Context: an optimization exercise on an open-source flow, tuned for small area, a short achievable clock period and few clock cycles per item. The choices shown serve that exercise and are no tape-out recipe. No driver is modelled on the clock port, so clock power and skew are understated where the tree is cut down; a real chip needs a root buffer or a tree.

Design automaton, start of the top module:
module automaton(
    input               clk,
    input               rst,
    input [31:0]        rule,
    output reg [5:0]    row,
    output reg [5:0]    col,
    output reg          world_we,
    input               world_in,
    output reg          world_out,
    output reg          update_done);
localparam P = 9;                
localparam L = 2 * P + 1;        
reg [L-1:0]  sr;                 
reg [63:0]   tb;                 
reg [2:0] cb;
reg [5:0] cc;
reg [2:0] ci;
reg       cs;
reg col0, col62, col63, band0, band7;
reg smask;       
reg emask;       
reg rst_q;       
reg rd;          
reg nw;          
reg pend;        
reg wsel2;       
reg active;      
reg ud1;
wire n_band0  = col63 ? band7 : band0;
wire n_nbit   = cs ? (tb[1] & ~n_band0) : sr[P];
wire n_wbit   = (cs ? col63 : col0) ? 1'b0 : sr[2*P-1];
wire n_emask  = cs ? col62 : col63;
reg [7:0] rlk;       
wire e_bit    = sr[0] & ~emask;
wire s_bit    = sr[P-1] & ~smask;
wire new_bit  = rlk[{sr[P], e_bit, s_bit}];
wire flag     = active & ~cs & (new_bit ^ sr[P]);
  ...
For scale: roughly 290 cells after synthesis, ~4700 um^2 of cells after synthesis.
export LEC_CHECK = 0
export ABC_CLOCK_PERIOD_IN_PS = 1700
export CAP_MARGIN = 20
export CORE_MARGIN = 2
export CORE_UTILIZATION = 50
export CTS_BUF_LIST = sky130_fd_sc_hd__clkbuf_4 sky130_fd_sc_hd__clkbuf_8
export CTS_CLUSTER_DIAMETER = 100
export CTS_CLUSTER_SIZE = 30
export SETUP_SLACK_MARGIN = 3.35
export SLEW_MARGIN = 20
create_clock -name core_clock -period 5.0 [get_ports {clk}]
standard.sh (not shown) runs the stock make flow with config.mk's settings and CLKGATE_MAP_FILE= SYNTH_SCRIPT=/design/flow/synth_recipe.tcl, a recipe that flattens the netlist after the stock synthesis.
==> flow/flow/run.sh <==
#!/bin/bash
# The standard layout (standard.sh) with these changes:
#  - ports are buffered with buf_2 instead of the slow delay buffer that
#    buffer_ports picks by default;
#  - the resizer may swap cells of different footprints;
#  - flow/cts_flat.tcl replaces ORFS's cts step with a two-level clock tree
#    built by hand: the clock port drives one buffer, which drives eight leaf
#    buffers that drive the registers.
# Each step's output goes to its own log here.
set -euo pipefail
here=$(pwd)
export BUFFER_PORTS_ARGS="-buffer_cell sky130_fd_sc_hd__buf_2"
export FLAT_CLK_N1=4 FLAT_CLK_BUF1=sky130_fd_sc_hd__clkinv_16
export FLAT_CLK_N2=8 FLAT_CLK_BUF2=sky130_fd_sc_hd__clkinv_16
sed 's/CLKGATE_MAP_FILE= /CLKGATE_MAP_FILE= MATCH_CELL_FOOTPRINT=0 /' standard.sh > standard_own.sh
grep -q MATCH_CELL_FOOTPRINT=0 standard_own.sh
bash standard_own.sh place > place.log 2>&1
bash standard_own.sh run RUN_SCRIPT="$here/flow/cts_flat.tcl" RUN_LOG_NAME_STEM=4_1_cts > cts.log 2>&1
bash standard_own.sh finish > finish.log 2>&1
==> flow/flow/cts_flat.tcl <==
# Clock tree step of the layout, in place of ORFS's cts.tcl: a clock tree of
# one or two levels built by hand. The clock port drives N1 buffers or
# inverters (FLAT_CLK_N1 of FLAT_CLK_BUF1); each drives some of N2 leaf buffers
# or inverters (FLAT_CLK_N2 of FLAT_CLK_BUF2; none for a one-level tree), and
# each leaf drives the registers nearest to it, so every register's clock
# passes through the same number of cells. Groups come from a
# balanced k-means on positions. The rest is as in ORFS's cts.tcl: timing
# repair and detailed placement.
utl::set_metrics_stage "cts__{}"
source $::env(SCRIPTS_DIR)/load.tcl
erase_non_stage_variables cts
load_design 3_place.odb 3_place.sdc

set_dont_use $::env(DONT_USE_CELLS)

set n1 $::env(FLAT_CLK_N1)
set n2 $::env(FLAT_CLK_N2)
set buf1 $::env(FLAT_CLK_BUF1)
set buf2 $::env(FLAT_CLK_BUF2)

set db [ord::get_db]
set block [ord::get_db_block]
set clk_net [[$block findBTerm clk] getNet]

# points: list of {x y}; returns {assignment centers}, at most ceil(n/k) each
proc balanced_kmeans { points k } {
  set n [llength $points]
  set sx 0.0; set sy 0.0
  foreach p $points { set sx [expr {$sx + [lindex $p 0]}]; set sy [expr {$sy + [lindex $p 1]}] }
  set mx [expr {$sx / $n}]; set my [expr {$sy / $n}]
  set byang {}
  foreach p $points {
    lappend byang [list [expr {atan2([lindex $p 1] - $my, [lindex $p 0] - $mx)}] {*}$p]
  }
  set byang [lsort -real -index 0 $byang]
  set cx {}; set cy {}
  for {set j 0} {$j < $k} {incr j} {
    set p [lindex $byang [expr {int(($j + 0.5) * $n / $k)}]]
    lappend cx [lindex $p 1]; lappend cy [lindex $p 2]
  }
  set cap [expr {($n + $k - 1) / $k}]
  for {set iter 0} {$iter < 20} {incr iter} {
    set pairs {}
    set i 0
    foreach p $points {
      for {set j 0} {$j < $k} {incr j} {
        lappend pairs [list [expr {abs([lindex $p 0] - [lindex $cx $j]) + abs([lindex $p 1] - [lindex $cy $j])}] $i $j]
      }
      incr i
    }
    set pairs [lsort -real -index 0 $pairs]
    set assign [lrepeat $n -1]
    set an [lrepeat $k 0]
    foreach q $pairs {
      lassign $q d i j
      if {[lindex $assign $i] >= 0 || [lindex $an $j] >= $cap} { continue }
      lset assign $i $j
      lset an $j [expr {[lindex $an $j] + 1}]
    }
    set ax [lrepeat $k 0.0]; set ay [lrepeat $k 0.0]
    foreach p $points a $assign {
      lset ax $a [expr {[lindex $ax $a] + [lindex $p 0]}]
      lset ay $a [expr {[lindex $ay $a] + [lindex $p 1]}]
    }
    for {set j 0} {$j < $k} {incr j} {
      if {[lindex $an $j] > 0} {
        lset cx $j [expr {[lindex $ax $j] / [lindex $an $j]}]
        lset cy $j [expr {[lindex $ay $j] / [lindex $an $j]}]
      }
    }
  }
  puts "clock tree: group sizes $an"
  return [list $assign $cx $cy]
}

proc add_buffer { name cell x y in_net } {
  set master [[ord::get_db] findMaster $cell]
  set block [ord::get_db_block]
  set inst [odb::dbInst_create $block $master $name]
  set net [odb::dbNet_create $block "${name}_net"]
  $net setSigType CLOCK
  foreach it [$inst getITerms] {
    if {[$it isInputSignal]} { $it connect $in_net }
    if {[$it isOutputSignal]} { $it connect $net }
  }
  $inst setLocation [expr {int($x - [$master getWidth] / 2)}] [expr {int($y - [$master getHeight] / 2)}]
  $inst setPlacementStatus PLACED
  return $net
}

set sinks {}
set pts {}
foreach it [$clk_net getITerms] {
  set bb [[$it getInst] getBBox]
  lappend sinks $it
  lappend pts [list [expr {([$bb xMin] + [$bb xMax]) / 2.0}] [expr {([$bb yMin] + [$bb yMax]) / 2.0}]]
}
puts "clock tree: [llength $sinks] sinks, $n1 x $buf1 over $n2 x $buf2"

if {$n2 > 0} {
  lassign [balanced_kmeans $pts $n2] a2 x2 y2
  set leafpts {}
  for {set j 0} {$j < $n2} {incr j} { lappend leafpts [list [lindex $x2 $j] [lindex $y2 $j]] }
  lassign [balanced_kmeans $leafpts $n1] a1 x1 y1
  set nets1 {}
  for {set j 0} {$j < $n1} {incr j} {
    lappend nets1 [add_buffer "clkbuf_top_$j" $buf1 [lindex $x1 $j] [lindex $y1 $j] $clk_net]
  }
  set nets2 {}
  for {set j 0} {$j < $n2} {incr j} {
    lappend nets2 [add_buffer "clkbuf_leaf_$j" $buf2 [lindex $x2 $j] [lindex $y2 $j] [lindex $nets1 [lindex $a1 $j]]]
  }
} else {
  # one level: the port's buffers drive the registers
  lassign [balanced_kmeans $pts $n1] a2 x2 y2
  set nets2 {}
  for {set j 0} {$j < $n1} {incr j} {
    lappend nets2 [add_buffer "clkbuf_top_$j" $buf1 [lindex $x2 $j] [lindex $y2 $j] $clk_net]
  }
}
foreach it $sinks a $a2 {
  $it disconnect
  $it connect [lindex $nets2 $a]
}
global_connect

set_propagated_clock [all_clocks]

utl::push_metrics_stage "cts__{}__pre_repair_timing"
log_cmd estimate_parasitics -placement
utl::pop_metrics_stage

set_placement_padding -global \
  -left $::env(CELL_PAD_IN_SITES_DETAIL_PLACEMENT) \
  -right $::env(CELL_PAD_IN_SITES_DETAIL_PLACEMENT)
detailed_placement
log_cmd estimate_parasitics -placement

report_clock_skew
report_clock_min_period

repair_timing_helper
detailed_placement
check_placement -verbose

report_metrics 4 "cts final"
orfs_write_db $::env(RESULTS_DIR)/4_1_cts.odb
orfs_write_sdc $::env(RESULTS_DIR)/4_cts.sdc
Then changed:
--- a/flow/flow/run.sh
+++ b/flow/flow/run.sh
@@ -12,4 +12,4 @@
 export BUFFER_PORTS_ARGS="-buffer_cell sky130_fd_sc_hd__buf_2"
-export FLAT_CLK_N1=4 FLAT_CLK_BUF1=sky130_fd_sc_hd__clkinv_16
-export FLAT_CLK_N2=8 FLAT_CLK_BUF2=sky130_fd_sc_hd__clkinv_16
+export FLAT_CLK_N1=4 FLAT_CLK_BUF1=sky130_fd_sc_hd__clkbuf_16
+export FLAT_CLK_N2=0 FLAT_CLK_BUF2=sky130_fd_sc_hd__clkbuf_8
 sed 's/CLKGATE_MAP_FILE= /CLKGATE_MAP_FILE= MATCH_CELL_FOOTPRINT=0 /' standard.sh > standard_own.sh
CORE_UTILIZATION = 65   (was 50)
What happened: The changed run finished clean. Via count climbs by 0.53%. Worst setup slack loses 0.019 ns. Core utilization grows by 14 points. Clock skew barely changes. Design area shrinks by 4.6%. Cell count drops by 2.6%. Synthesized cell count stays the same. Sequential share of layout area increases by 3.1 points. Hold slack improved by 0.022 ns.
No run of this note included a check of the RTL's function; only the layout flow was run. No run of this note takes its clock network from TritonCTS; it comes from the design's own scripts or RTL.

-- static timing again, ports no longer ideal --
The results above use ideal ports. As a check the final layouts listed here were re-extracted and re-timed, cells and wires unchanged. Step 1, drivers: a clkbuf_16 drives clk and a buf_2 each remaining input, both assumed. Step 2, shift: input delay + t, output delay - t, t = (earliest + latest rising clock arrival at the registers) / 2. This alone moves slack from input paths to output paths. Slacks: ideal ports / drivers / drivers and shift; pairs: ideal ports / drivers.
| run | t, ns | setup WS [ns] | worst setup path after step 2 | worst slew at a driven data input, ns |
|---|---|---|---|---|
| the first run | 0.326 | 2.862 / 2.861 / 2.861 | register to register | 0.05 |
| the second run | 0.244 | 2.843 / 2.843 / 2.843 | register to register | 0.03 |
After both steps every run listed still meets setup and hold. For the first run, which loses most, drivers alone change the setup slack by -0.001 ns; drivers and shift together by -0.001 ns.
